Background: an optimization exercise with open tools, aiming at small area, a short achievable clock period and few clock cycles. Do not read the settings as production practice.
In this exercise RTL edits were held to simulation tests only and were not proved equivalent to the original.

### flow/design.v
module CLZ #(
  parameter W = 14
)(
  input [W - 1 : 0] in,
  output [4:0] lz
);
wire [15:0] x = {in, {(16 - W){1'b0}}};
wire [7:0] v1;
wire [7:0] c1;
wire [3:0] v2;
wire [1:0] c2 [0:3];
wire [1:0] v3;
wire [2:0] c3 [0:1];
genvar g;
generate
  for (g = 0; g < 8; g = g + 1) begin : l1
    assign v1[g] = x[2 * g + 1] | x[2 * g];
    assign c1[g] = ~x[2 * g + 1];
  end
  for (g = 0; g < 4; g = g + 1) begin : l2
    assign v2[g] = v1[2 * g + 1] | v1[2 * g];
    assign c2[g] = v1[2 * g + 1] ? {1'b0, c1[2 * g + 1]} : {1'b1, c1[2 * g]};
  end
  for (g = 0; g < 2; g = g + 1) begin : l3
    assign v3[g] = v2[2 * g + 1] | v2[2 * g];
    assign c3[g] = v2[2 * g + 1] ? {1'b0, c2[2 * g + 1]} : {1'b1, c2[2 * g]};
  end
endgenerate
wire any = v3[1] | v3[0];
wire [3:0] c4 = v3[1] ? {1'b0, c3[1]} : {1'b1, c3[0]};
assign lz = any ? {1'b0, c4} : W;
endmodule
module pfx_or #(
  parameter W = 16
)(
  input [W - 1 : 0] in,
  output [W - 1 : 0] out
);
localparam L = $clog2(W);
wire [W - 1 : 0] O [0 : L];
assign O[0] = in;
genvar l, i;
generate
  for (l = 0; l < L; l = l + 1) begin : lev
    for (i = 0; i < W; i = i + 1) begin : bt
      if ((i >> l) & 1) begin
        localparam integer j = ((i >> l) << l) - 1;
        assign O[l + 1][i] = O[l][i] | O[l][j];
      end else begin
        assign O[l + 1][i] = O[l][i];
      end
    end
  end
endgenerate
assign out = O[L];
endmodule
module padd #(
  parameter W = 16
)(
  input [W - 1 : 0] a, b,
  input cin,
  output [W - 1 : 0] s,
  output cout
);
localparam L = $clog2(W + 1);
wire [W : 0] G [0 : L];
wire [W : 0] P [0 : L];
assign G[0] = {a & b, cin};
assign P[0] = {a ^ b, 1'b0};
genvar l, i;
generate
  for (l = 0; l < L; l = l + 1) begin : lev
    for (i = 0; i <= W; i = i + 1) begin : bt
      if ((i >> l) & 1) begin
        localparam integer j = ((i >> l) << l) - 1;
        assign G[l + 1][i] = G[l][i] | (P[l][i] & G[l][j]);
        assign P[l + 1][i] = P[l][i] & P[l][j];
      end else begin
        assign G[l + 1][i] = G[l][i];
        assign P[l + 1][i] = P[l][i];
      end
    end
  end
endgenerate
assign s = P[0][W : 1] ^ G[L][W - 1 : 0];
assign cout = G[L][W];
endmodule
module pgt #(
  parameter W = 15
)(
  input [W - 1 : 0] a, b,
  output gt,
  output eq
);
localparam L = $clog2(W);
wire [W - 1 : 0] G [0 : L];
wire [W - 1 : 0] E [0 : L];
assign G[0] = a & ~b;
assign E[0] = ~(a ^ b);
genvar l, i;
generate
  for (l = 0; l < L; l = l + 1) begin : lev
    for (i = 0; i < W; i = i + 1) begin : bt
      if ((i >> l) & 1) begin
        localparam integer j = ((i >> l) << l) - 1;
        assign G[l + 1][i] = G[l][i] | (E[l][i] & G[l][j]);
        assign E[l + 1][i] = E[l][i] & E[l][j];
      end else begin
        assign G[l + 1][i] = G[l][i];
        assign E[l + 1][i] = E[l][i];
      end
    end
  end
endgenerate
assign gt = G[L][W - 1];
assign eq = E[L][W - 1];
endmodule
module dstep (
  input [14:0] r, d,
  output [14:0] r_out,
  output qb
);
wire [14:0] g0 = ~r & d;
wire [14:0] p0 = ~(r ^ d);
wire [14:0] G [0:4];
wire [14:0] P [0:4];
assign G[0] = g0;
assign P[0] = p0;
genvar l, i;
generate
  for (l = 0; l < 4; l = l + 1) begin : lev
    for (i = 0; i < 15; i = i + 1) begin : bt
      if ((i >> l) & 1) begin
        localparam integer j = ((i >> l) << l) - 1;
        assign G[l+1][i] = G[l][i] | (P[l][i] & G[l][j]);
        assign P[l+1][i] = P[l][i] & P[l][j];
      end else begin
        assign G[l+1][i] = G[l][i];
        assign P[l+1][i] = P[l][i];
      end
    end
  end
endgenerate
wire [14:0] bin = {G[4][13:0], 1'b0};
wire lt = G[4][14];         
assign qb = ~lt;
wire [14:0] t = (d ^ bin) & {15{~lt}};
wire [14:0] rn = r ^ t;
assign r_out = {rn[13:0], 1'b0};
endmodule
module divider #(
  parameter STEPS = 1
)(
  input [14:0] r_in,
  input [13:0] q_in,
  input [14:0] d,
  output [14:0] r_out,
  output [13:0] q_out
);
wire [14:0] r [0 : STEPS];
wire [13:0] q [0 : STEPS];
assign r[0] = r_in;
assign q[0] = q_in;
genvar i;
generate
  for (i = 0; i < STEPS; i = i + 1) begin : step
    wire qb;
    dstep st (.r(r[i]), .d(d), .r_out(r[i + 1]), .qb(qb));
    assign q[i + 1] = {q[i][12:0], qb};
  end
endgenerate
assign r_out = r[STEPS];
assign q_out = q[STEPS];
endmodule
module posit_extraction (
  input [15:0] x,
  output [14:0] t,
  output [5:0] sf,
  output [11:0] f,
  output zero,
  output nar
);
wire s = x[15];
wire [14:0] any_le;
pfx_or #(15) po (.in(x[14:0]), .out(any_le));
wire [14:0] lower_any = {any_le[13:0], 1'b0};
assign t = x[14:0] ^ ({15{s}} & lower_any);
assign zero = ~|x;
assign nar = s & ~lower_any[14] & ~x[14];
wire r0 = t[14];
wire [4:0] lz;
CLZ #(14) clz (.in(t[13:0] ^ {14{r0}}), .lz(lz));
wire [12:0] tmp = t[12:0] << lz[3:0];
assign f = tmp[11:0];
assign sf = {r0 ? {1'b0, lz[3:0]} : ~{1'b0, lz[3:0]}, tmp[12]};
endmodule
module posit_scalar (
  input div,
  input [5:0] a_sf, b_sf,
  output [5:0] md_sf
);
wire [5:0] bx = div ? ~b_sf : b_sf;
wire [6:0] msu = {a_sf[5], a_sf} + {bx[5], bx} + {6'd0, div};
wire signed [6:0] ms = msu;
assign md_sf = (ms > 7'sd28) ? 6'd28 : (ms < -7'sd28) ? -6'sd28 : ms[5:0];
endmodule
module posit_arithmetic_operator (
  input [1:0] opcode,
  input [15:0] a, b,
  input [13:0] div_q,          
  output [14:0] div_n, div_d,  
  output enc_sign,             
  output [5:0] enc_sf,
  output [13:0] enc_m,
  output nar,                  
  output muldiv_zero,          
  output add_zero              
);
wire [14:0] ta, tb;
wire [5:0] sfa, sfb;
wire [11:0] fa, fb;
wire za, zb, na, nb;
posit_extraction ea (.x(a), .t(ta), .sf(sfa), .f(fa), .zero(za), .nar(na));
posit_extraction eb (.x(b), .t(tb), .sf(sfb), .f(fb), .zero(zb), .nar(nb));
wire sa = a[15];
wire sb = b[15];
wire a_gt_b, a_eq_b;
pgt #(15) cmp (.a(ta), .b(tb), .gt(a_gt_b), .eq(a_eq_b));
wire eff_sub = sa ^ sb ^ opcode[0];
wire sum_zero = a_eq_b & eff_sub;
wire [5:0] sfg = a_gt_b ? sfa : sfb;
wire [11:0] fg = a_gt_b ? fa : fb;
wire [11:0] fs = a_gt_b ? fb : fa;
wire [5:0] d_ab = sfa - sfb;
wire [5:0] d_ba = sfb - sfa;
wire [5:0] shift = a_gt_b ? d_ab : d_ba;
wire [14:0] G = {2'b01, fg, 1'b0};
wire [14:0] S_full = {2'b01, fs, 1'b0};
wire [5:0] sfg_m1 = sfg - 6'd1;
wire [5:0] sfg_m2 = sfg - 6'd2;
wire [14:0] S = (shift[5:4] != 2'b00) ? 15'd0 : (S_full >> shift[3:0]);
wire [11:0] po_a, po_b;
pfx_or #(12) poa (.in(fa), .out(po_a));
pfx_or #(12) pob (.in(fb), .out(po_b));
wire [11:0] po_s = a_gt_b ? po_b : po_a;
wire [15:0] sticky_tab = {2'b11, po_s, 2'b00};
wire sticky = shift[5] ? 1'b0 : shift[4] ? (shift[3:0] != 4'hf) : sticky_tab[shift[3:0]];
wire [14:0] V;
padd #(15) addsub (.a(G), .b(S ^ {15{eff_sub}}), .cin(eff_sub & ~sticky), .s(V), .cout());
wire [11:0] f_far = V[14] ? V[13:2] : V[13] ? V[12:1] : V[11:0];
wire [5:0] sf_far = V[14] ? sfg : V[13] ? sfg_m1 : sfg_m2;
wire [4:0] lzn;
CLZ #(15) clzn (.in(V), .lz(lzn));
wire [14:0] Vnn = V << lzn[3:0];
wire [11:0] f_near = Vnn[13:2];
wire [5:0] sf_near = sfg - {2'b0, lzn[3:0]};
wire near = eff_sub & (shift[5:1] == 5'd0);
wire [11:0] f_as = near ? f_near : f_far;
wire [5:0] sf_as = near ? sf_near : sf_far;
wire [25:0] P;
mul13 mul (.a(fa), .b(fb), .p(P));
wire [5:0] md_sf;
posit_scalar scal (.div(opcode[0]), .a_sf(sfa), .b_sf(sfb), .md_sf(md_sf));
wire fb_gt_fa;
pgt #(12) cmpf (.a(fb), .b(fa), .gt(fb_gt_fa), .eq());
wire lt = a_gt_b & fb_gt_fa;
assign div_n = {1'b1, fa, 2'b0};
assign div_d = lt ? {2'b01, fb, 1'b0} : {1'b1, fb, 2'b0};
wire [4:0] lzh;
CLZ #(10) clzq (.in(div_q[13:4]), .lz(lzh));
wire [13:0] qn_h = div_q << lzh[3:0];
wire [2:0] qn_l = div_q[3] ? div_q[2:0] : div_q[2] ? {div_q[1:0], 1'b0} : div_q[1] ? {div_q[0], 2'b0} : 3'b0;
wire [11:0] f_d = (div_q[13:4] != 10'd0) ? qn_h[12:1] : {qn_l, 9'b0};
wire [5:0] sf_d = md_sf - {5'b0, lt} - 6'd1;
reg [13:0] m_r;
reg [5:0] sf_r;
reg s_r;
always @* begin
  case (opcode)
    2'b10: begin m_r = P[25:12]; sf_r = md_sf; s_r = sa ^ sb; end
    2'b11: begin m_r = {1'b1, f_d, 1'b0}; sf_r = sf_d; s_r = sa ^ sb; end
    default: begin
      if (za | zb) begin m_r = {1'b1, fg, 1'b0}; sf_r = sfg_m1; end
      else begin m_r = {1'b1, f_as, 1'b0}; sf_r = sf_as; end
      s_r = a_gt_b ? sa : (sb ^ opcode[0]);
    end
  endcase
end
assign enc_sign = s_r;
assign enc_sf = sf_r;
assign enc_m = m_r;
assign nar = na | nb;
assign muldiv_zero = opcode[1] & (za | zb);
assign add_zero = ~opcode[1] & sum_zero;
endmodule
module mul13 (input [11:0] a, input [11:0] b, output [25:0] p);
wire neg0 = b[1] & ~(b[0] & 1'b0);
wire one0 = b[0] ^ 1'b0;
wire two0 = (b[1] & ~b[0] & ~1'b0) | (~b[1] & b[0] & 1'b0);
wire pp0_0 = ((one0 & a[0]) | (two0 & 1'b0)) ^ neg0;
wire pp0_1 = ((one0 & a[1]) | (two0 & a[0])) ^ neg0;
wire pp0_2 = ((one0 & a[2]) | (two0 & a[1])) ^ neg0;
wire pp0_3 = ((one0 & a[3]) | (two0 & a[2])) ^ neg0;
wire pp0_4 = ((one0 & a[4]) | (two0 & a[3])) ^ neg0;
wire pp0_5 = ((one0 & a[5]) | (two0 & a[4])) ^ neg0;
wire pp0_6 = ((one0 & a[6]) | (two0 & a[5])) ^ neg0;
wire pp0_7 = ((one0 & a[7]) | (two0 & a[6])) ^ neg0;
wire pp0_8 = ((one0 & a[8]) | (two0 & a[7])) ^ neg0;
wire pp0_9 = ((one0 & a[9]) | (two0 & a[8])) ^ neg0;
wire pp0_10 = ((one0 & a[10]) | (two0 & a[9])) ^ neg0;
wire pp0_11 = ((one0 & a[11]) | (two0 & a[10])) ^ neg0;
wire pp0_12 = ((one0 & 1'b1) | (two0 & a[11])) ^ neg0;
wire pp0_13 = ((one0 & 1'b0) | (two0 & 1'b1)) ^ neg0;
wire neg1 = b[3] & ~(b[2] & b[1]);
wire one1 = b[2] ^ b[1];
wire two1 = (b[3] & ~b[2] & ~b[1]) | (~b[3] & b[2] & b[1]);
wire pp1_0 = ((one1 & a[0]) | (two1 & 1'b0)) ^ neg1;
wire pp1_1 = ((one1 & a[1]) | (two1 & a[0])) ^ neg1;
wire pp1_2 = ((one1 & a[2]) | (two1 & a[1])) ^ neg1;
wire pp1_3 = ((one1 & a[3]) | (two1 & a[2])) ^ neg1;
wire pp1_4 = ((one1 & a[4]) | (two1 & a[3])) ^ neg1;
wire pp1_5 = ((one1 & a[5]) | (two1 & a[4])) ^ neg1;
wire pp1_6 = ((one1 & a[6]) | (two1 & a[5])) ^ neg1;
wire pp1_7 = ((one1 & a[7]) | (two1 & a[6])) ^ neg1;
wire pp1_8 = ((one1 & a[8]) | (two1 & a[7])) ^ neg1;
wire pp1_9 = ((one1 & a[9]) | (two1 & a[8])) ^ neg1;
wire pp1_10 = ((one1 & a[10]) | (two1 & a[9])) ^ neg1;
wire pp1_11 = ((one1 & a[11]) | (two1 & a[10])) ^ neg1;
wire pp1_12 = ((one1 & 1'b1) | (two1 & a[11])) ^ neg1;
wire pp1_13 = ((one1 & 1'b0) | (two1 & 1'b1)) ^ neg1;
wire neg2 = b[5] & ~(b[4] & b[3]);
wire one2 = b[4] ^ b[3];
wire two2 = (b[5] & ~b[4] & ~b[3]) | (~b[5] & b[4] & b[3]);
wire pp2_0 = ((one2 & a[0]) | (two2 & 1'b0)) ^ neg2;
wire pp2_1 = ((one2 & a[1]) | (two2 & a[0])) ^ neg2;
wire pp2_2 = ((one2 & a[2]) | (two2 & a[1])) ^ neg2;
wire pp2_3 = ((one2 & a[3]) | (two2 & a[2])) ^ neg2;
wire pp2_4 = ((one2 & a[4]) | (two2 & a[3])) ^ neg2;
wire pp2_5 = ((one2 & a[5]) | (two2 & a[4])) ^ neg2;
wire pp2_6 = ((one2 & a[6]) | (two2 & a[5])) ^ neg2;
wire pp2_7 = ((one2 & a[7]) | (two2 & a[6])) ^ neg2;
wire pp2_8 = ((one2 & a[8]) | (two2 & a[7])) ^ neg2;
wire pp2_9 = ((one2 & a[9]) | (two2 & a[8])) ^ neg2;
wire pp2_10 = ((one2 & a[10]) | (two2 & a[9])) ^ neg2;
wire pp2_11 = ((one2 & a[11]) | (two2 & a[10])) ^ neg2;
wire pp2_12 = ((one2 & 1'b1) | (two2 & a[11])) ^ neg2;
wire pp2_13 = ((one2 & 1'b0) | (two2 & 1'b1)) ^ neg2;
wire neg3 = b[7] & ~(b[6] & b[5]);
wire one3 = b[6] ^ b[5];
wire two3 = (b[7] & ~b[6] & ~b[5]) | (~b[7] & b[6] & b[5]);
wire pp3_0 = ((one3 & a[0]) | (two3 & 1'b0)) ^ neg3;
wire pp3_1 = ((one3 & a[1]) | (two3 & a[0])) ^ neg3;
wire pp3_2 = ((one3 & a[2]) | (two3 & a[1])) ^ neg3;
wire pp3_3 = ((one3 & a[3]) | (two3 & a[2])) ^ neg3;
wire pp3_4 = ((one3 & a[4]) | (two3 & a[3])) ^ neg3;
wire pp3_5 = ((one3 & a[5]) | (two3 & a[4])) ^ neg3;
wire pp3_6 = ((one3 & a[6]) | (two3 & a[5])) ^ neg3;
wire pp3_7 = ((one3 & a[7]) | (two3 & a[6])) ^ neg3;
wire pp3_8 = ((one3 & a[8]) | (two3 & a[7])) ^ neg3;
wire pp3_9 = ((one3 & a[9]) | (two3 & a[8])) ^ neg3;
wire pp3_10 = ((one3 & a[10]) | (two3 & a[9])) ^ neg3;
wire pp3_11 = ((one3 & a[11]) | (two3 & a[10])) ^ neg3;
wire pp3_12 = ((one3 & 1'b1) | (two3 & a[11])) ^ neg3;
wire pp3_13 = ((one3 & 1'b0) | (two3 & 1'b1)) ^ neg3;
wire neg4 = b[9] & ~(b[8] & b[7]);
wire one4 = b[8] ^ b[7];
wire two4 = (b[9] & ~b[8] & ~b[7]) | (~b[9] & b[8] & b[7]);
wire pp4_0 = ((one4 & a[0]) | (two4 & 1'b0)) ^ neg4;
wire pp4_1 = ((one4 & a[1]) | (two4 & a[0])) ^ neg4;
wire pp4_2 = ((one4 & a[2]) | (two4 & a[1])) ^ neg4;
wire pp4_3 = ((one4 & a[3]) | (two4 & a[2])) ^ neg4;
wire pp4_4 = ((one4 & a[4]) | (two4 & a[3])) ^ neg4;
wire pp4_5 = ((one4 & a[5]) | (two4 & a[4])) ^ neg4;
wire pp4_6 = ((one4 & a[6]) | (two4 & a[5])) ^ neg4;
wire pp4_7 = ((one4 & a[7]) | (two4 & a[6])) ^ neg4;
wire pp4_8 = ((one4 & a[8]) | (two4 & a[7])) ^ neg4;
wire pp4_9 = ((one4 & a[9]) | (two4 & a[8])) ^ neg4;
wire pp4_10 = ((one4 & a[10]) | (two4 & a[9])) ^ neg4;
wire pp4_11 = ((one4 & a[11]) | (two4 & a[10])) ^ neg4;
wire pp4_12 = ((one4 & 1'b1) | (two4 & a[11])) ^ neg4;
wire pp4_13 = ((one4 & 1'b0) | (two4 & 1'b1)) ^ neg4;
wire neg5 = b[11] & ~(b[10] & b[9]);
wire one5 = b[10] ^ b[9];
wire two5 = (b[11] & ~b[10] & ~b[9]) | (~b[11] & b[10] & b[9]);
wire pp5_0 = ((one5 & a[0]) | (two5 & 1'b0)) ^ neg5;
wire pp5_1 = ((one5 & a[1]) | (two5 & a[0])) ^ neg5;
wire pp5_2 = ((one5 & a[2]) | (two5 & a[1])) ^ neg5;
wire pp5_3 = ((one5 & a[3]) | (two5 & a[2])) ^ neg5;
wire pp5_4 = ((one5 & a[4]) | (two5 & a[3])) ^ neg5;
wire pp5_5 = ((one5 & a[5]) | (two5 & a[4])) ^ neg5;
wire pp5_6 = ((one5 & a[6]) | (two5 & a[5])) ^ neg5;
wire pp5_7 = ((one5 & a[7]) | (two5 & a[6])) ^ neg5;
wire pp5_8 = ((one5 & a[8]) | (two5 & a[7])) ^ neg5;
wire pp5_9 = ((one5 & a[9]) | (two5 & a[8])) ^ neg5;
wire pp5_10 = ((one5 & a[10]) | (two5 & a[9])) ^ neg5;
wire pp5_11 = ((one5 & a[11]) | (two5 & a[10])) ^ neg5;
wire pp5_12 = ((one5 & 1'b1) | (two5 & a[11])) ^ neg5;
wire pp5_13 = ((one5 & 1'b0) | (two5 & 1'b1)) ^ neg5;
wire neg6 = 1'b0 & ~(1'b1 & b[11]);
wire one6 = 1'b1 ^ b[11];
wire two6 = (1'b0 & ~1'b1 & ~b[11]) | (~1'b0 & 1'b1 & b[11]);
wire pp6_0 = ((one6 & a[0]) | (two6 & 1'b0)) ^ neg6;
wire pp6_1 = ((one6 & a[1]) | (two6 & a[0])) ^ neg6;
wire pp6_2 = ((one6 & a[2]) | (two6 & a[1])) ^ neg6;
wire pp6_3 = ((one6 & a[3]) | (two6 & a[2])) ^ neg6;
wire pp6_4 = ((one6 & a[4]) | (two6 & a[3])) ^ neg6;
wire pp6_5 = ((one6 & a[5]) | (two6 & a[4])) ^ neg6;
wire pp6_6 = ((one6 & a[6]) | (two6 & a[5])) ^ neg6;
wire pp6_7 = ((one6 & a[7]) | (two6 & a[6])) ^ neg6;
wire pp6_8 = ((one6 & a[8]) | (two6 & a[7])) ^ neg6;
wire pp6_9 = ((one6 & a[9]) | (two6 & a[8])) ^ neg6;
wire pp6_10 = ((one6 & a[10]) | (two6 & a[9])) ^ neg6;
wire pp6_11 = ((one6 & a[11]) | (two6 & a[10])) ^ neg6;
wire pp6_12 = ((one6 & 1'b1) | (two6 & a[11])) ^ neg6;
wire pp6_13 = ((one6 & 1'b0) | (two6 & 1'b1)) ^ neg6;
wire s1;
wire c2;
assign s1 = pp0_10 ^ pp1_8;
assign c2 = pp0_10 & pp1_8;
wire s3;
wire c4;
assign s3 = pp0_11 ^ pp1_9;
assign c4 = pp0_11 & pp1_9;
wire s5;
wire c6;
assign s5 = pp0_12 ^ pp1_10 ^ pp2_8;
assign c6 = (pp0_12 & pp1_10) | (pp0_12 & pp2_8) | (pp1_10 & pp2_8);
wire s7;
wire c8;
assign s7 = pp3_6 ^ pp4_4;
assign c8 = pp3_6 & pp4_4;
wire s9;
wire c10;
assign s9 = pp0_13 ^ pp1_11 ^ pp2_9;
assign c10 = (pp0_13 & pp1_11) | (pp0_13 & pp2_9) | (pp1_11 & pp2_9);
wire s11;
wire c12;
assign s11 = pp3_7 ^ pp4_5;
assign c12 = pp3_7 & pp4_5;
wire s13;
wire c14;
assign s13 = ~neg0 ^ pp1_12 ^ pp2_10;
assign c14 = (~neg0 & pp1_12) | (~neg0 & pp2_10) | (pp1_12 & pp2_10);
wire s15;
wire c16;
assign s15 = pp3_8 ^ pp4_6 ^ pp5_4;
assign c16 = (pp3_8 & pp4_6) | (pp3_8 & pp5_4) | (pp4_6 & pp5_4);
wire s17;
wire c18;
assign s17 = pp1_13 ^ pp2_11 ^ pp3_9;
assign c18 = (pp1_13 & pp2_11) | (pp1_13 & pp3_9) | (pp2_11 & pp3_9);
wire s19;
wire c20;
assign s19 = pp4_7 ^ pp5_5;
assign c20 = pp4_7 & pp5_5;
wire s21;
wire c22;
assign s21 = ~neg1 ^ pp2_12 ^ pp3_10;
assign c22 = (~neg1 & pp2_12) | (~neg1 & pp3_10) | (pp2_12 & pp3_10);
wire s23;
wire c24;
assign s23 = pp2_13 ^ pp3_11;
assign c24 = pp2_13 & pp3_11;
wire s25;
wire c26;
assign s25 = pp0_6 ^ pp1_4;
assign c26 = pp0_6 & pp1_4;
wire s27;
wire c28;
assign s27 = pp0_7 ^ pp1_5;
assign c28 = pp0_7 & pp1_5;
wire s29;
wire c30;
assign s29 = pp0_8 ^ pp1_6 ^ pp2_4;
assign c30 = (pp0_8 & pp1_6) | (pp0_8 & pp2_4) | (pp1_6 & pp2_4);
wire s31;
wire c32;
assign s31 = pp3_2 ^ pp4_0;
assign c32 = pp3_2 & pp4_0;
wire s33;
wire c34;
assign s33 = pp0_9 ^ pp1_7 ^ pp2_5;
assign c34 = (pp0_9 & pp1_7) | (pp0_9 & pp2_5) | (pp1_7 & pp2_5);
wire s35;
wire c36;
assign s35 = pp3_3 ^ pp4_1;
assign c36 = pp3_3 & pp4_1;
wire s37;
wire c38;
assign s37 = pp2_6 ^ pp3_4 ^ pp4_2;
assign c38 = (pp2_6 & pp3_4) | (pp2_6 & pp4_2) | (pp3_4 & pp4_2);
wire s39;
wire c40;
assign s39 = pp5_0 ^ neg5 ^ s1;
assign c40 = (pp5_0 & neg5) | (pp5_0 & s1) | (neg5 & s1);
wire s41;
wire c42;
assign s41 = pp2_7 ^ pp3_5 ^ pp4_3;
assign c42 = (pp2_7 & pp3_5) | (pp2_7 & pp4_3) | (pp3_5 & pp4_3);
wire s43;
wire c44;
assign s43 = pp5_1 ^ s3 ^ c2;
assign c44 = (pp5_1 & s3) | (pp5_1 & c2) | (s3 & c2);
wire s45;
wire c46;
assign s45 = pp5_2 ^ pp6_0 ^ neg6;
assign c46 = (pp5_2 & pp6_0) | (pp5_2 & neg6) | (pp6_0 & neg6);
wire s47;
wire c48;
assign s47 = s5 ^ s7 ^ c4;
assign c48 = (s5 & s7) | (s5 & c4) | (s7 & c4);
wire s49;
wire c50;
assign s49 = pp5_3 ^ pp6_1 ^ s9;
assign c50 = (pp5_3 & pp6_1) | (pp5_3 & s9) | (pp6_1 & s9);
wire s51;
wire c52;
assign s51 = s11 ^ c6 ^ c8;
assign c52 = (s11 & c6) | (s11 & c8) | (c6 & c8);
wire s53;
wire c54;
assign s53 = pp6_2 ^ 1'b1 ^ s13;
assign c54 = (pp6_2 & 1'b1) | (pp6_2 & s13) | (1'b1 & s13);
wire s55;
wire c56;
assign s55 = s15 ^ c10 ^ c12;
assign c56 = (s15 & c10) | (s15 & c12) | (c10 & c12);
wire s57;
wire c58;
assign s57 = pp6_3 ^ 1'b1 ^ s17;
assign c58 = (pp6_3 & 1'b1) | (pp6_3 & s17) | (1'b1 & s17);
wire s59;
wire c60;
assign s59 = s19 ^ c14 ^ c16;
assign c60 = (s19 & c14) | (s19 & c16) | (c14 & c16);
wire s61;
wire c62;
assign s61 = pp4_8 ^ pp5_6 ^ pp6_4;
assign c62 = (pp4_8 & pp5_6) | (pp4_8 & pp6_4) | (pp5_6 & pp6_4);
wire s63;
wire c64;
assign s63 = s21 ^ c18 ^ c20;
assign c64 = (s21 & c18) | (s21 & c20) | (c18 & c20);
wire s65;
wire c66;
assign s65 = pp4_9 ^ pp5_7 ^ pp6_5;
assign c66 = (pp4_9 & pp5_7) | (pp4_9 & pp6_5) | (pp5_7 & pp6_5);
wire s67;
wire c68;
assign s67 = 1'b1 ^ s23 ^ c22;
assign c68 = (1'b1 & s23) | (1'b1 & c22) | (s23 & c22);
wire s69;
wire c70;
assign s69 = ~neg2 ^ pp3_12 ^ pp4_10;
assign c70 = (~neg2 & pp3_12) | (~neg2 & pp4_10) | (pp3_12 & pp4_10);
wire s71;
wire c72;
assign s71 = pp5_8 ^ pp6_6 ^ c24;
assign c72 = (pp5_8 & pp6_6) | (pp5_8 & c24) | (pp6_6 & c24);
wire s73;
wire c74;
assign s73 = pp3_13 ^ pp4_11 ^ pp5_9;
assign c74 = (pp3_13 & pp4_11) | (pp3_13 & pp5_9) | (pp4_11 & pp5_9);
wire s75;
wire c76;
assign s75 = pp6_7 ^ 1'b1;
assign c76 = pp6_7 & 1'b1;
wire s77;
wire c78;
assign s77 = ~neg3 ^ pp4_12 ^ pp5_10;
assign c78 = (~neg3 & pp4_12) | (~neg3 & pp5_10) | (pp4_12 & pp5_10);
wire s79;
wire c80;
assign s79 = pp4_13 ^ pp5_11;
assign c80 = pp4_13 & pp5_11;
wire s81;
wire c82;
assign s81 = pp0_4 ^ pp1_2;
assign c82 = pp0_4 & pp1_2;
wire s83;
wire c84;
assign s83 = pp0_5 ^ pp1_3;
assign c84 = pp0_5 & pp1_3;
wire s85;
wire c86;
assign s85 = pp2_2 ^ pp3_0 ^ neg3;
assign c86 = (pp2_2 & pp3_0) | (pp2_2 & neg3) | (pp3_0 & neg3);
wire s87;
wire c88;
assign s87 = pp2_3 ^ pp3_1 ^ s27;
assign c88 = (pp2_3 & pp3_1) | (pp2_3 & s27) | (pp3_1 & s27);
wire s89;
wire c90;
assign s89 = neg4 ^ s29 ^ s31;
assign c90 = (neg4 & s29) | (neg4 & s31) | (s29 & s31);
wire s91;
wire c92;
assign s91 = s33 ^ s35 ^ c30;
assign c92 = (s33 & s35) | (s33 & c30) | (s35 & c30);
wire s93;
wire c94;
assign s93 = s37 ^ s39 ^ c34;
assign c94 = (s37 & s39) | (s37 & c34) | (s39 & c34);
wire s95;
wire c96;
assign s95 = s41 ^ s43 ^ c38;
assign c96 = (s41 & s43) | (s41 & c38) | (s43 & c38);
wire s97;
wire c98;
assign s97 = s45 ^ s47 ^ c42;
assign c98 = (s45 & s47) | (s45 & c42) | (s47 & c42);
wire s99;
wire c100;
assign s99 = s49 ^ s51 ^ c46;
assign c100 = (s49 & s51) | (s49 & c46) | (s51 & c46);
wire s101;
wire c102;
assign s101 = s53 ^ s55 ^ c50;
assign c102 = (s53 & s55) | (s53 & c50) | (s55 & c50);
wire s103;
wire c104;
assign s103 = s57 ^ s59 ^ c54;
assign c104 = (s57 & s59) | (s57 & c54) | (s59 & c54);
wire s105;
wire c106;
assign s105 = s61 ^ s63 ^ c58;
assign c106 = (s61 & s63) | (s61 & c58) | (s63 & c58);
wire s107;
wire c108;
assign s107 = s65 ^ s67 ^ c62;
assign c108 = (s65 & s67) | (s65 & c62) | (s67 & c62);
wire s109;
wire c110;
assign s109 = s69 ^ s71 ^ c66;
assign c110 = (s69 & s71) | (s69 & c66) | (s71 & c66);
wire s111;
wire c112;
assign s111 = s73 ^ s75 ^ c70;
assign c112 = (s73 & s75) | (s73 & c70) | (s75 & c70);
wire s113;
wire c114;
assign s113 = pp6_8 ^ s77 ^ c74;
assign c114 = (pp6_8 & s77) | (pp6_8 & c74) | (s77 & c74);
wire s115;
wire c116;
assign s115 = pp6_9 ^ 1'b1 ^ s79;
assign c116 = (pp6_9 & 1'b1) | (pp6_9 & s79) | (1'b1 & s79);
wire s117;
wire c118;
assign s117 = ~neg4 ^ pp5_12 ^ pp6_10;
assign c118 = (~neg4 & pp5_12) | (~neg4 & pp6_10) | (pp5_12 & pp6_10);
wire s119;
wire c120;
assign s119 = pp5_13 ^ pp6_11;
assign c120 = pp5_13 & pp6_11;
wire s121;
wire c122;
assign s121 = pp0_2 ^ pp1_0;
assign c122 = pp0_2 & pp1_0;
wire s123;
wire c124;
assign s123 = pp0_3 ^ pp1_1;
assign c124 = pp0_3 & pp1_1;
wire s125;
wire c126;
assign s125 = pp2_0 ^ neg2 ^ s81;
assign c126 = (pp2_0 & neg2) | (pp2_0 & s81) | (neg2 & s81);
wire s127;
wire c128;
assign s127 = pp2_1 ^ s83 ^ c82;
assign c128 = (pp2_1 & s83) | (pp2_1 & c82) | (s83 & c82);
wire s129;
wire c130;
assign s129 = s25 ^ s85 ^ c84;
assign c130 = (s25 & s85) | (s25 & c84) | (s85 & c84);
wire s131;
wire c132;
assign s131 = c26 ^ s87 ^ c86;
assign c132 = (c26 & s87) | (c26 & c86) | (s87 & c86);
wire s133;
wire c134;
assign s133 = c28 ^ s89 ^ c88;
assign c134 = (c28 & s89) | (c28 & c88) | (s89 & c88);
wire s135;
wire c136;
assign s135 = c32 ^ s91 ^ c90;
assign c136 = (c32 & s91) | (c32 & c90) | (s91 & c90);
wire s137;
wire c138;
assign s137 = c36 ^ s93 ^ c92;
assign c138 = (c36 & s93) | (c36 & c92) | (s93 & c92);
wire s139;
wire c140;
assign s139 = c40 ^ s95 ^ c94;
assign c140 = (c40 & s95) | (c40 & c94) | (s95 & c94);
wire s141;
wire c142;
assign s141 = c44 ^ s97 ^ c96;
assign c142 = (c44 & s97) | (c44 & c96) | (s97 & c96);
wire s143;
wire c144;
assign s143 = c48 ^ s99 ^ c98;
assign c144 = (c48 & s99) | (c48 & c98) | (s99 & c98);
wire s145;
wire c146;
assign s145 = c52 ^ s101 ^ c100;
assign c146 = (c52 & s101) | (c52 & c100) | (s101 & c100);
wire s147;
wire c148;
assign s147 = c56 ^ s103 ^ c102;
assign c148 = (c56 & s103) | (c56 & c102) | (s103 & c102);
wire s149;
wire c150;
assign s149 = c60 ^ s105 ^ c104;
assign c150 = (c60 & s105) | (c60 & c104) | (s105 & c104);
wire s151;
wire c152;
assign s151 = c64 ^ s107 ^ c106;
assign c152 = (c64 & s107) | (c64 & c106) | (s107 & c106);
wire s153;
wire c154;
assign s153 = c68 ^ s109 ^ c108;
assign c154 = (c68 & s109) | (c68 & c108) | (s109 & c108);
wire s155;
wire c156;
assign s155 = c72 ^ s111 ^ c110;
assign c156 = (c72 & s111) | (c72 & c110) | (s111 & c110);
wire s157;
wire c158;
assign s157 = c76 ^ s113 ^ c112;
assign c158 = (c76 & s113) | (c76 & c112) | (s113 & c112);
wire s159;
wire c160;
assign s159 = c78 ^ s115 ^ c114;
assign c160 = (c78 & s115) | (c78 & c114) | (s115 & c114);
wire s161;
wire c162;
assign s161 = c80 ^ s117 ^ c116;
assign c162 = (c80 & s117) | (c80 & c116) | (s117 & c116);
wire s163;
wire c164;
assign s163 = 1'b1 ^ s119 ^ c118;
assign c164 = (1'b1 & s119) | (1'b1 & c118) | (s119 & c118);
wire s165;
wire c166;
assign s165 = ~neg5 ^ pp6_12 ^ c120;
assign c166 = (~neg5 & pp6_12) | (~neg5 & c120) | (pp6_12 & c120);
wire s167;
wire c168;
assign s167 = pp6_13 ^ 1'b1;
assign c168 = pp6_13 & 1'b1;
wire [25:0] r0 = {s167, s165, s163, s161, s159, s157, s155, s153, s151, s149, s147, s145, s143, s141, s139, s137, s135, s133, s131, s129, s127, s125, s123, neg1, pp0_1, pp0_0};
wire [25:0] r1 = {c166, c164, c162, c160, c158, c156, c154, c152, c150, c148, c146, c144, c142, c140, c138, c136, c134, c132, c130, c128, c126, c124, c122, s121, 1'b0, neg0};
padd #(26) cpa (.a(r0), .b(r1), .cin(1'b0), .s(p), .cout());
endmodule
module posit_encoder (
  input sign,
  input [5:0] sf,
  input [11:0] f,
  output [15:0] ans
);
wire neg = sf[5];
wire [3:0] sh = sf[4:1] ^ {4{neg}};
wire [14:0] w = {~neg, neg, sf[0], f};
wire [29:0] wx = {{15{~neg}}, w} >> sh;
wire [15:0] t = {1'b0, wx[14:0]};
wire [15:0] any_le;
pfx_or #(16) po (.in(t), .out(any_le));
wire [15:0] lower_any = {any_le[14:0], 1'b0};
assign ans = t ^ ({16{sign}} & lower_any);
endmodule
module posit_top#(
  parameter posit_width = 16,  
  parameter es = 1  
)(
  input clk,
  input reset,
  input start,
  input [1:0] opcode,  
  input [posit_width - 1 : 0] a, b,
  output reg done,
  output zero,
  output [posit_width - 1 : 0] result
);
wire [14:0] div_n, div_d;
wire enc_sign, nar, muldiv_zero, add_zero;
wire [5:0] enc_sf;
wire [13:0] enc_m;
reg busy1, busy2, busy3;
reg [14:0] r_reg, d_reg;
reg [13:0] q_reg;
reg sign_reg, nar_reg, mdz_reg, addz_reg;
reg [5:0] sf_reg;
reg [13:0] m_reg;
wire [5:0] sf_out = sf_reg + {5'd0, m_reg[13]};
wire [11:0] f_out = m_reg[13] ? m_reg[12:1] : m_reg[11:0];
wire [15:0] enc_ans;
posit_encoder enc (.sign(sign_reg), .sf(sf_out), .f(f_out), .ans(enc_ans));
assign result = nar_reg ? 16'h8000 : (mdz_reg | addz_reg) ? 16'h0000 : enc_ans;
assign zero = addz_reg | (~mdz_reg & sf_out[5] & (sf_out[4:2] == 3'b000));
wire [14:0] r4, r5;
wire [13:0] q4, q5;
divider #(.STEPS(4)) div_b4 (.r_in(r_reg), .q_in(q_reg), .d(d_reg), .r_out(r4), .q_out(q4));
divider #(.STEPS(1)) div_b1 (.r_in(r4), .q_in(q4), .d(d_reg), .r_out(r5), .q_out(q5));
posit_arithmetic_operator core (
  .opcode(opcode), .a(a), .b(b), .div_q(q4),
  .div_n(div_n), .div_d(div_d),
  .enc_sign(enc_sign), .enc_sf(enc_sf), .enc_m(enc_m),
  .nar(nar), .muldiv_zero(muldiv_zero), .add_zero(add_zero)
);
wire start_div = start & opcode[1] & opcode[0];
always @(posedge clk or posedge reset) begin
  if (reset) begin
    done <= 1'b0;
    busy1 <= 1'b0;
    busy2 <= 1'b0;
    busy3 <= 1'b0;
  end else begin
    done <= (start & ~start_div) | busy3;
    busy1 <= start_div;
    busy2 <= busy1;
    busy3 <= busy2;
  end
end
always @(posedge clk) begin
  sign_reg <= enc_sign;
  sf_reg <= enc_sf;
  m_reg <= enc_m;
  nar_reg <= nar;
  mdz_reg <= muldiv_zero;
  addz_reg <= add_zero;
  r_reg <= (busy1 | busy2) ? r5 : div_n;
  q_reg <= (busy1 | busy2) ? q5 : 14'd0;
  d_reg <= div_d;
end
endmodule
### flow/flow/run.sh
#!/bin/bash
# Layout flow: the standard layout (standard.sh), with one synthesis
# setting changed: ADDER_MAP_FILE is left empty, so Yosys does not extract
# full/half adders into sky130 fa/ha cells and ABC maps the arithmetic into
# ordinary gates (faster carry paths). Everything else, including the
# registers the synthesis makes, is the standard flow's.
set -euo pipefail
cd "$(dirname "$0")/.."
sed 's/CLKGATE_MAP_FILE= /CLKGATE_MAP_FILE= ADDER_MAP_FILE= /' standard.sh > standard_noadder.sh
grep -q 'ADDER_MAP_FILE= ' standard_noadder.sh
bash standard_noadder.sh > flow_orfs.log 2>&1 || { tail -50 flow_orfs.log; exit 1; }
test -f out/final.def
### flow/standard.sh
#!/bin/bash
# synth_recipe.tcl (not shown) runs the flow's synth.tcl, then flattens the netlist and writes it again
# the make line also repeats each setting of config.mk as NAME=value (left out here)
make -C /OpenROAD-flow-scripts/flow DESIGN_CONFIG=/design/flow/config.mk WORK_HOME=/design/flow/orfs CLKGATE_MAP_FILE= SYNTH_SCRIPT=/design/flow/synth_recipe.tcl "${@:-finish}"
### flow/config.mk
export PLATFORM = sky130hd
export DESIGN_NAME = posit_top
export DESIGN_NICKNAME = posit_top
export VERILOG_FILES = /design/flow/design.v
export SDC_FILE = /design/flow/constraint.sdc
export NUM_CORES = 4
export LEC_CHECK = 0
export ABC_AREA = 1
export CAP_MARGIN = 20
export CORE_MARGIN = 2
export CORE_UTILIZATION = 40
export SETUP_SLACK_MARGIN = 1
export SLEW_MARGIN = 20
export TNS_END_PERCENT = 5
### flow/constraint.sdc
create_clock -name core_clock -period 10.5 [get_ports {clk}]
set_input_delay 2.1000 -clock core_clock [delete_from_list [all_inputs] [get_ports {clk}]]
set_output_delay 2.1000 -clock core_clock [all_outputs]
set_load 0.01 [all_outputs]
==> summary.txt, run 1 <==
Area Growth Syn to Fin=6.93%; min Tclk post-route=8.92 ns; fraction of registers with async set/reset=6.15%; Mean Syn Cell Area=5.00 um2; critical path required time=10.72 ns; Seq/Total Area, Yosys=5.90%; Final Hold Fails=0; fillers=6,306; core area=55,200 um2; GPL Wtd Cong=0.999; Port Buffers=54; die height=241 um; Ys Warns=15; Worst-Margin Slew=1.09 ns; Worst Hold Class=reg2reg; initial core utilization=slightly above 40%; Clock Latency Late Sink=0.33 ns; Rows=86; Max Fanout on Critical Path=15; Final HPWL DP=63,700 um; Crit. End Element=flip-flop; EDFF count, synth=0; final wirelength=78,200 um; htree depth=3; TritonCTS clock tree=built; initial antenna violation count=3; share of cells above drive strength 1=8.91%; FF-to-FF path depth=45; die area=~58,000 um2; Worst EP arrival=9.13 ns; Vias/cell=~5.3; Seq cells post-synth=65; drt wl/cell=about 15 um; dpl cells=5,193; Clock Tree Buf Depth=2; RR Startpoint=d_reg[10]; Worst Path Buf+Inv=8; largest net degree at the start of global routing=44; initial DRC count=2,431; Clock Tree Root=clkbuf_16; Crit-path slowest cell=o21ai_0; Die Width=about 240 um; DRT antenna net count=0; Worst Setup Start Kind=input pin; Critical Path Source=a[3]; mapped cell area=around 22,000 um2; most used routing layer=met2; fmax=0.112 GHz; vias in the first global route=24,700; Primary FF master, synth=dfxtp_1; setup TNS=0 ns; outcome=timing/DRC/antenna clean; Non-Filler Instances=5,225; Synth Instances=4,482; max-slew violations=0; Final Setup Violations=0; routing usage on met1=between 30% and 40%; worst setup path endpoint=m_reg[10]; CP top delay family=simple AND/OR/NAND/NOR gates; post-synthesis cell type count=70; GRT met3 Usage=2.13%; CTS Buf Count=9; Pre-antenna DRT Iters=6; syn_nets=4,519; clk slew on worst S/H paths=0.06 ns; Slew headroom=27.7%; post-route clock period utilization=around 85%; clock sinks=65; total gr overflow=0; DR vias=27,700; Total GRT Usage=a little over a quarter; Final Skew=approximately 0.0074 ns; # DRC=0; first-pass GRT wire length=125,000 um; cell mode on critical path=nand2_1; Ports=55; RR Endpoint=r_reg[7]; # Max-Cap Violations=0; CP Depth=42; Setup CP Type=in2reg; fin nets=4,508; min-delay src=busy2; RSZ-0062 raised after global routing=true; FF-to-FF setup slack=2.18 ns; hold bufs inserted after CTS=0; GR met2 Demand/Resource=45.7%; CP peak stage delay=0.58 ns
## synth_stat cells, types with 14 or more instances
library cell | count | area (um2)
buf_2 | 34 | 170
buf_6 | 24 | 270
nand4_1 | 69 | 432
a21oi_1 | 103 | 515
dfxtp_1 | 61 | 1220
or2_1 | 17 | 106
o21ai_0 | 182 | 911
buf_4 | 23 | 173
nand2_4 | 20 | 225
inv_2 | 61 | 229
nand3_2 | 43 | 430
inv_1 | 463 | 1740
nor2_1 | 270 | 1010
nand3b_1 | 19 | 143
xor2_1 | 115 | 1010
nand3_1 | 656 | 3280
nand2_2 | 78 | 488
or2_2 | 21 | 131
xnor2_1 | 14 | 123
nand2_1 | 1805 | 6780
o22ai_1 | 62 | 388
nor2_4 | 14 | 158
nor3_1 | 38 | 190
o21ai_1 | 43 | 215
nor2_2 | 28 | 175
clkbuf_1 | 46 | 173
## stage by stage
step,utilization [%],setup WS (ns),area [um2],hold slack [ns]
global placement,42.3,0.611,23300,0.357
finish,43.4,1.58,24000,0.375
global route,43.4,0.966,24000,0.396
floorplan,-,3.29,22400,0.354
CTS,42.9,1.15,23700,0.380
detailed placement,42.3,0.502,23300,0.367
## layout make-up
cell class | instances | area [um2] | area share [%]
Multi-Input combinational cell | 3746 | 18400 | 76.7
Clock buffer | 13 | 260 | 1.09
Tap cell | 748 | 936 | 3.91
Timing Repair Buffer | 110 | 997 | 4.16
Inverter | 539 | 2040 | 8.51
Clock inverter | 3 | 40.0 | 0.167
Sequential cell | 65 | 1320 | 5.51
Antenna cell | 1 | 2.50 | 0.0104
## worst min path at each step
stage                     endpoint  slack (ns)  depth (start not counted)
after floorplan              busy3        0.35                          0
after global placement       busy2        0.36                          0
after detailed placement     busy2        0.37                          0
after CTS                    busy2        0.38                          0
after global routing         busy3        0.40                          0
final                        busy3        0.37                          0
## cell usage in the layout (no fill, tap or decap), types with 7 or more instances in the layout
master / Yosys / routed
nand2_1: 1805 / 1798
nand3_1: 656 / 654
inv_1: 463 / 463
nor2_1: 270 / 269
o21ai_0: 182 / 182
xor2_1: 115 / 114
a21oi_1: 103 / 102
nand2_2: 78 / 78
nand4_1: 69 / 69
o22ai_1: 62 / 62
dfxtp_1: 61 / 61
inv_2: 61 / 60
buf_4: 23 / 53
clkdlybuf4s50_1: 0 / 50
o21ai_1: 43 / 43
nand3_2: 43 / 41
nor3_1: 38 / 38
nor2_2: 28 / 26
nand2_4: 20 / 25
or2_2: 21 / 21
nand3b_1: 19 / 19
nor2_4: 14 / 17
or2_1: 17 / 17
xnor2_1: 14 / 14
o211ai_1: 12 / 12
a21boi_0: 12 / 12
clkinv_1: 11 / 11
a21oi_2: 10 / 11
a21o_1: 10 / 10
o221ai_1: 9 / 9
a31oi_1: 9 / 9
clkbuf_16: 0 / 9
nor2_8: 7 / 7
xor2_2: 6 / 7
o21a_1: 7 / 7
a211oi_1: 7 / 7
## kinds of logic (layout without fill, tap and decap cells)
group                     count (synthesis)  after routing  share of synthesized area [%]
and+or+nand+nor                        3098           3100                           61.7
buffers and inverters                   673            665                           12.9
AOI/OAI and AO/OA                       499            499                           13.1
xor gates and xnor gates                140            140                           5.98
DFF                                      65             65                           5.90
muxes                                     7              7                          0.318
other                                     0              1                              0
## what timing repair did
item,CTS,global route
cloned,0,2
gates resized for setup,4,34
setup endpoints to repair,17,19
buffers inserted,4,9
pin swaps,1,7
## per-layer routing
metal / vias up / wire [um]
met1: 12300 / 34700
met4: 2 / 3200
met3: 169 / 4240
li1: 14400 / -
met2: 801 / 36000
met5: - / 13
Testbench counts, summed over its fixed seeds: cycles 46,265.
==> run 2: changes to the inputs <==
--- a/flow/config.mk
+++ b/flow/config.mk
@@ -10,5 +10,6 @@
 export CORE_MARGIN = 2
 export CORE_UTILIZATION = 40
-export SETUP_SLACK_MARGIN = 1
+export GPL_TIMING_DRIVEN = 0
+export SETUP_SLACK_MARGIN = 1.5
 export SLEW_MARGIN = 20
 export TNS_END_PERCENT = 5
==> summary.txt, run 2 <==
outcome=timing/DRC/antenna clean; Final Setup Violations=0; Worst Hold Class=reg2reg; Final HPWL DP=between 60,000 and 70,000 um; core area=55,200 um2; EDFF count, synth=0; Ys Warns=15; share of the synthesized area in the top cell type=between 30 and 40%; fin nets=4,612; Clock Tree Buf Depth=2; most frequent cell after synthesis=nand2_1; Ports=55; fraction of registers with async set/reset=6.15%; vias in the first global route=25,300; RSZ-0062 raised after global routing=true; Area Growth Syn to Fin=11.1%; max-slew violations=0; setup TNS=0 ns; Setup CP Type=in2reg; die area=57,900 um2; initial DRC count=about 2,300; # Max-Cap Violations=0; routing usage on met1=34.6%; most used routing layer=met2; # DRC=0; Rows=86; Seq cells post-synth=65; clock sinks=65; Synth Instances=4,482; Final Skew=0.00643 ns; Layout Utilization=45.1%; Total GRT Usage=27.4%; Synth top cells by count=nand2_1 (1,805), nand3_1 (656), inv_1 (463); die height=around 240 um; Synth area leaders=nand2_1 (30%), nand3_1 (15%), inv_1 (7.8%); commonest non-fill, non-tap cell in the layout=nand2_1; GRT met3 Usage=roughly 2%; DRT antenna net count=0; syn_nets=4,519; Max Fanout on Critical Path=10; DR vias=between 20,000 and 30,000; post-route clock period utilization=81.7%; Worst Setup Start Kind=input pin; final wirelength=80,500 um; Mean Syn Cell Area=between 5 and 6 um2; fmax=around 0.12 GHz; Die Width=241 um; largest net degree at the start of global routing=12; design area=24,900 um2; critical path required time=10.78 ns; mapped cell area=between 20,000 and 25,000 um2; Clock Latency Late Sink=around 0.34 ns; min Tclk post-route=8.58 ns; area leader, netlist=nand2_1; cell mode on critical path=nand3_1; GR met2 Demand/Resource=between 40 and 50%; initial core utilization=approximately two fifths; Crit-path slowest cell=clkdlybuf4s50_1; Final Hold Fails=0; hold bufs inserted after CTS=0; Pre-antenna DRT Iters=7; CTS Buf Count=9; Clock Tree Root=clkbuf_16; TritonCTS clock tree=built; share of cells above drive strength 1=11.5%; Worst-Margin Slew=1.01 ns; most frequent cells in the layout=nand2_1 (1,778), nand3_1 (648), inv_1 (458); Primary FF master, synth=dfxtp_1; clk slew on worst S/H paths=roughly 0.06 ns; initial antenna violation count=3; Seq/Total Area, Yosys=5.90%; Vias/cell=5.29; Slew headroom=between 30 and 40%; Port Buffers=a little over 50; post-synthesis cell type count=70; Crit. End Element=flip-flop; drt wl/cell=15.1 um; GPL Wtd Cong=1.01; Worst EP arrival=8.86 ns; total gr overflow=0; CP peak stage delay=0.54 ns; Placed Area=23,900 um2; first-pass GRT wire length=around 130,000 um; htree depth=3
## run 2: cell count changes in the layout (fill, tap and decap cells not counted), moves of 10 or more
cell,before,now
buf_6,0,25
buf_2,0,23
nor2_1,269,253
clkbuf_4,0,10
clkbuf_1,2,43
nand2_2,78,100
nand2_1,1798,1778
## run 2: per-layer routing
layer	part of all wire, %	wire length (um)
met5	0.032	26
met2	45	36500
met4	5.7	4580
met1	43	34600
met3	5.9	4750
## run 2: cell type report
type                            instances  area (um2)
Clock buffer                           11         253
Antenna cell                            1        2.50
Inverter                              539        2050
Multi-Input combinational cell       3744       18600
Tap cell                              748         936
Sequential cell                        65        1320
Clock inverter                          4        27.5
Buffer                                134         907
Timing Repair Buffer                   82         759
Fill cell                            6207       30300
## run 2: worst paths after layout
kind,endpoint,startpoint,depth (start not counted),slack (ns)
worst max-delay path,m_reg[6],a[15],44,1.92
worst min register to register,busy2,busy1,0,0.37
max in group asynchronous,busy2,reset,2,8.35
min in group asynchronous,done,reset,2,1.98
worst max register to register,r_reg[10],d_reg[14],51,3.27
worst min-delay path,busy2,busy1,0,0.37
## run 2: per-stage QoR
| stage | hold WS, ns | worst slack [ns] | instances |
|---|---|---|---|
| after CTS | 0.376 | 1.48 | 5296 |
| final | 0.374 | 1.92 | 5328 |
| after detailed placement | 0.365 | 1.03 | 5281 |
| after global routing | 0.394 | 1.49 | 5327 |
| after floorplan | 0.354 | 3.29 | 4482 |
| after global placement | 0.361 | 1.00 | 5281 |
## run 2: what timing repair did
| action | CTS | global route |
|---|---|---|
| buffers inserted | 0 | 31 |
| setup endpoints to repair | 5 | 23 |
| gates resized for setup | 4 | 145 |
| endpoints found under the hold margin | 0 | 0 |
| pin swaps | 0 | 24 |
## run 2: kinds of logic (layout without fill, tap and decap cells)
group | count (synthesis) | in the layout | synth area share (%)
compound gates | 499 | 499 | 13.1
xor+xnor | 140 | 140 | 5.98
buf+inv | 673 | 770 | 12.9
flops | 65 | 65 | 5.90
mux | 7 | 7 | 0.318
other cells | 0 | 1 | 0
simple gates | 3098 | 3098 | 61.7
## run 2: critical path, delay by kind of cell
kind | cells | cell delay (ns)
AOI/OAI and AO/OA | 5 | 1.01
xor gates and xnor gates | 1 | 0.50
buffers and inverters | 7 | 1.68
and+or+nand+nor | 31 | 3.54
==> run 3: changes to the inputs <==
--- a/flow/config.mk
+++ b/flow/config.mk
@@ -10,5 +10,4 @@
 export CORE_MARGIN = 2
 export CORE_UTILIZATION = 40
-export GPL_TIMING_DRIVEN = 0
 export SETUP_SLACK_MARGIN = 1.5
 export SLEW_MARGIN = 20
==> summary.txt, run 3 <==
outcome=timing/DRC/antenna clean; Worst Setup Start Kind=input pin; Vias/cell=5.32; RSZ-0062 raised after global routing=true; post-synthesis cell type count=70; post-route clock period utilization=82.8%; FF-to-FF path depth=45; setup ws final=1.80 ns; pre-CTS setup slack=roughly 0.50 ns; htree depth=3; share of cells above drive strength 1=a little over a tenth; core area=approximately 55,000 um2; most frequent cells in the layout=nand2_1 (1,789), nand3_1 (653), inv_1 (458); Critical Path Source=a[3]; Worst Path Buf+Inv=7; setup TNS=0 ns; design area=roughly 25,000 um2; Pre-antenna DRT Iters=8; min Tclk post-route=8.70 ns; fraction of registers with async set/reset=under 10%; hold path depth=0; Setup CP Type=in2reg; share of the synthesized area in the top cell type=about 30%; first-pass GRT wire length=125,000 um; RR Startpoint=d_reg[5]; clk slew on worst S/H paths=about 0.06 ns; Seq/Total Area, Yosys=5.90%; Crit. End Element=flip-flop; initial core utilization=40.6%; area leader, netlist=nand2_1; Placed Area=23,300 um2; Port Buffers=54; CP peak stage delay=0.60 ns; Clock Tree Buf Depth=2; mapped cell area=22,400 um2; initial DRC count=roughly 2,400; RR Endpoint=r_reg[7]; syn_nets=4,519; Area Growth Syn to Fin=9.42%; Crit-path slowest cell=o21ai_0; DR vias=28,100; cell mode on critical path=nand2_1; Primary FF master, synth=dfxtp_1; final wirelength=79,100 um; # DRC=0; Synth Instances=around 4,500; Max Fanout on Critical Path=15; fmax=0.115 GHz; Clock Tree Root=clkbuf_16; Rows=86; Worst EP arrival=slightly below 9 ns; Slew headroom=26.6%; DRT antenna net count=0; Seq cells post-synth=65; Final HPWL DP=63,700 um; hold bufs inserted after CTS=0; clock sinks=65; Hold Slack=0.375 ns; Final Setup Violations=0; Ys Warns=15; initial antenna violation count=3; min-delay src=busy2; die area=57,900 um2; critical path required time=10.72 ns; TritonCTS clock tree=built; CP top delay family=simple AND/OR/NAND/NOR gates; commonest non-fill, non-tap cell in the layout=nand2_1; total gr overflow=0; Ports=55; fillers=between 6,000 and 7,000; Worst-Margin Slew=between 1 and 1.5 ns; # Max-Cap Violations=0; Clock Latency Late Sink=0.33 ns; most frequent cell after synthesis=nand2_1; Total GRT Usage=a little over a quarter; max-slew violations=0; CTS Buf Count=9; die height=241 um; fin nets=4,556; Worst Hold Class=reg2reg; Final Hold Fails=0; largest net degree at the start of global routing=44; GPL Wtd Cong=0.999; Die Width=241 um; Mean Syn Cell Area=5.00 um2; Hold EP=busy3; Final Skew=0.00742 ns; FF-to-FF setup slack=~2.4 ns; EDFF count, synth=0; Synth top cells by count=nand2_1 (1,805), nand3_1 (656), inv_1 (463); Synth area leaders=nand2_1 (30%), nand3_1 (15%), inv_1 (7.8%); drt wl/cell=15.0 um; vias in the first global route=24,700
-- run 3: changes by cell type in the layout (fill, tap and decap cells not counted), moves of 6 or more --
cell | before | now
buf_4 | 54 | 96
nor2_1 | 253 | 262
nand2_2 | 100 | 83
clkbuf_4 | 10 | 0
nand2_8 | 1 | 7
xor2_2 | 14 | 6
clkbuf_1 | 43 | 2
clkdlybuf4s50_1 | 43 | 50
buf_2 | 23 | 0
buf_6 | 25 | 2
xor2_1 | 106 | 114
nand2_1 | 1778 | 1789
-- run 3: cells by family after synthesis --
logic type             after synthesis  share of synthesized area (%)
AND/OR/NAND/NOR                   3098                           61.7
buffers and inverters              673                           12.9
AO/OA/AOI/OAI                      499                           13.1
XOR/XNOR                           140                           5.98
flip-flops                          65                           5.90
multiplexers                         7                          0.318
-- run 3: worst reg2reg max path, delay by kind of cell, from the launching register on --
family	cells	cell delay, ns
compound gates	8	1.69
flops	1	0.51
buf+inv	2	0.36
simple gates	34	5.27
xor+xnor	1	0.20
-- run 3: timing repair --
item,in CTS,in global routing
cloned,0,4
endpoints found under the setup margin,19,35
resized for setup,12,81
pin swaps,1,20
endpoints found under the hold margin,0,0
setup buffers,4,55
-- run 3: through the flow --
step	cells	utilization (%)
2_1_floorplan	4482	-
3_3_place_gp	5193	42.3
3_5_place_dp	5193	42.3
4_1_cts	5213	43.0
5_1_grt	5272	44.4
6_report	5273	44.4
-- run 3: layer usage --
metal | global-route usage (%) | up-vias | share of wire [%] | routed length (um)
met2 | 45.7 | 886 | 46 | 36500
met3 | 2.17 | 203 | 5.7 | 4500
met1 | 33.6 | 12500 | 44 | 34600
met5 | 0 | - | 0.016 | 13
met4 | 11.2 | 2 | 4.5 | 3530
li1 | - | 14500 | - | -
-- run 3: area by class of cell --
| type | count | area [um2] | share of cell area, % |
|---|---|---|---|
| flip-flops and latches | 65 | 1320 | 5.39 |
| diodes | 1 | 2.50 | 0.0102 |
| clock inverters | 3 | 40.0 | 0.163 |
| multi-input cells | 3748 | 18600 | 75.7 |
| repair buffers | 156 | 1350 | 5.49 |
| inverters | 539 | 2050 | 8.38 |
| clock buffers | 13 | 260 | 1.06 |
| well taps | 748 | 936 | 3.82 |
-- run 3: worst max-delay path by stage --
stage	endpoint	cells after the start	slack [ns]
4_1_cts	sf_reg[5]	51	1.50
6_report	m_reg[10]	40	1.80
3_3_place_gp	m_reg[3]	50	0.61
5_1_grt	sf_reg[5]	52	1.26
3_5_place_dp	m_reg[7]	46	0.50
2_1_floorplan	m_reg[11]	57	3.29
==> run 4: changes to the inputs <==
--- a/flow/config.mk
+++ b/flow/config.mk
@@ -9,5 +9,5 @@
 export CAP_MARGIN = 20
 export CORE_MARGIN = 2
-export CORE_UTILIZATION = 40
+export CORE_UTILIZATION = 55
 export SETUP_SLACK_MARGIN = 1.5
 export SLEW_MARGIN = 20
==> summary.txt, run 4 <==
fraction of registers with async set/reset=6.15%; Area Growth Syn to Fin=8.45%; first-pass GRT wire length=123,000 um; Worst EP arrival=8.75 ns; fillers=between 4,000 and 5,000; most frequent cell after synthesis=nand2_1; DRT antenna net count=0; RSZ-0062 raised after global routing=true; die height=206 um; TritonCTS clock tree=built; Vias/cell=5.63; highest metal used=met5; core area=40,000 um2; cell mode on critical path=nand2_1; Final Skew=0.0107 ns; die area=42,400 um2; # Max-Cap Violations=0; commonest non-fill, non-tap cell in the layout=nand2_1; min Tclk post-route=8.51 ns; share of cells above drive strength 1=10.8%; Pre-antenna DRT Iters=9; Layout Utilization=60.8%; Synth top cells by count=nand2_1 (1,805), nand3_1 (656), inv_1 (463); Setup CP Type=in2reg; GPL Wtd Cong=1.01; Worst Setup Start Kind=input pin; Primary FF master, synth=dfxtp_1; Met1 Wirelength=34,300 um; Final Setup Violations=0; Mean Syn Cell Area=5.00 um2; htree depth=3; metal2 WL=34,900 um; drt wl/cell=between 15 and 20 um; Worst Hold Class=reg2reg; metal3 WL=5760 um; max-slew violations=0; setup TNS=0 ns; Worst-Margin Slew=~1.2 ns; Slew headroom=21.6%; Final Hold Fails=0; initial antenna violation count=4; post-synthesis cell type count=70; vias in the first global route=24,500; post-route clock period utilization=81.0%; most frequent cells in the layout=nand2_1 (1,782), nand3_1 (648), inv_1 (460); CTS Buf Count=9; clk slew on worst S/H paths=approximately 0.06 ns; Ys Warns=15; initial core utilization=56.0%; Rows=73; Seq/Total Area, Yosys=under 10%; clock sinks=65; mapped cell area=22,400 um2; Clock Latency Late Sink=0.35 ns; CP peak stage delay=0.48 ns; Port Buffers=54; syn_nets=4,519; Crit-path slowest cell=clkdlybuf4s50_1; Clock Tree Root=clkbuf_16; Clock Tree Buf Depth=2; EDFF count, synth=0; Seq cells post-synth=65; hold bufs inserted after CTS=0; Total GRT Usage=35.6%; Synth area leaders=nand2_1 (30%), nand3_1 (15%), inv_1 (7.8%); fmax=0.118 GHz; FF-to-FF setup slack=2.22 ns; Max Fanout on Critical Path=29; fin nets=4,554; initial DRC count=2,926; share of the synthesized area in the top cell type=between 30% and 40%; Synth Instances=4,482; Final HPWL DP=61,500 um; DR vias=28,400; # DRC=0; Ports=55; area leader, netlist=nand2_1; Die Width=206 um; outcome=timing/DRC/antenna clean; total gr overflow=0; largest net degree at the start of global routing=33; critical path required time=10.74 ns; final wirelength=77,400 um; Crit. End Element=flip-flop
==> run 4: cell counts after synthesis <==
Identical to the previous run, type by type.
==> run 4: kinds of logic after synthesis <==
logic type	Yosys count	synth area share, %
flops	65	5.90
buf+inv	673	12.9
simple gates	3098	61.7
mux	7	0.318
xor+xnor	140	5.98
compound gates	499	13.1
==> run 4: metal layers <==
metal	vias up	global-route usage (%)
met2	1080	60.2
met4	4	11.1
met5	-	0
met3	180	4.12
met1	12700	47.3
li1	14500	-
==> run 4: final cells by class <==
cell class                 count  area, um2  share of cell area [%]
tap                          525        657                    2.70
clock inverter                 5       78.8                   0.324
multi-input combinational   3752      18600                    76.7
inverter                     539       2050                    8.43
antenna                        2       5.00                  0.0206
clock buffer                  11        243                   0.999
timing repair buffer         150       1310                    5.37
sequential                    65       1330                    5.46
==> run 4: what timing repair did <==
item / in CTS / in global routing
pin swaps: 1 / 28
cloned: 0 / 8
endpoints found under the setup margin: 18 / 39
gates resized for setup: 10 / 90
buffers inserted: 3 / 54
==> run 4: worst paths after layout <==
kind                             end  cells after the start  startpoint
min                            busy3                      0       busy2
min reg2reg                    busy3                      0       busy2
max reg2reg                 r_reg[5]                     47   d_reg[10]
max in group asynchronous      busy3                      2       reset
max                        m_reg[10]                     51        b[1]
min in group asynchronous      busy1                      2       reset
==> run 4: critical path: cells and delay by family <==
family	cells	cell delay [ns]
buffers and inverters	6	1.53
AND/OR/NAND/NOR	42	4.54
AO/OA/AOI/OAI	3	0.53
==> run 4: per-stage QoR <==
step                setup slack, ns  cells  hold WS, ns  area [um2]
global route                   1.40   5047        0.383       24300
finish                         1.99   5049        0.380       24300
CTS                            1.51   4985        0.381       23400
detailed placement            0.740   4966        0.368       23000
floorplan                      3.29   4482        0.354       22400
global placement              0.745   4966        0.358       23000

==> port drivers added, routing unchanged <==
No port has a modelled driver above. Below, the same layouts with a new extraction and two added sets of constraints.
Step 1: set_driving_cell puts a clkbuf_16 on clk and a buf_2 on each other input, an assumption about the parent block.
Step 2 adds t to the input delays and takes it off the output delays; t is the mean of the earliest and latest rising clock arrival at the registers after step 1. Input paths then give back, and output paths get back, about the clock's delay inside the block.
Slacks: ideal ports / drivers / drivers and shift; pairs: ideal ports / drivers.
run | shift t [ns] | slack for setup (ns) | worst setup path after step 2 | clock arrival spread, ns
run 1 | 0.366 | 1.584 / 1.606 / 1.240 | input to register | 0.008 / 0.007
run 2 | 0.379 | 1.919 / 1.940 / 1.561 | input to register | 0.006 / 0.007
run 3 | 0.364 | 1.802 / 1.822 / 1.457 | input to register | 0.008 / 0.007
run 4 | 0.389 | 1.991 / 2.014 / 1.625 | input to register | 0.011 / 0.010
After both steps every run listed still meets setup and hold. The setup slack of run 4, which loses most, moves by +0.023 ns with the drivers and by -0.366 ns with both steps.
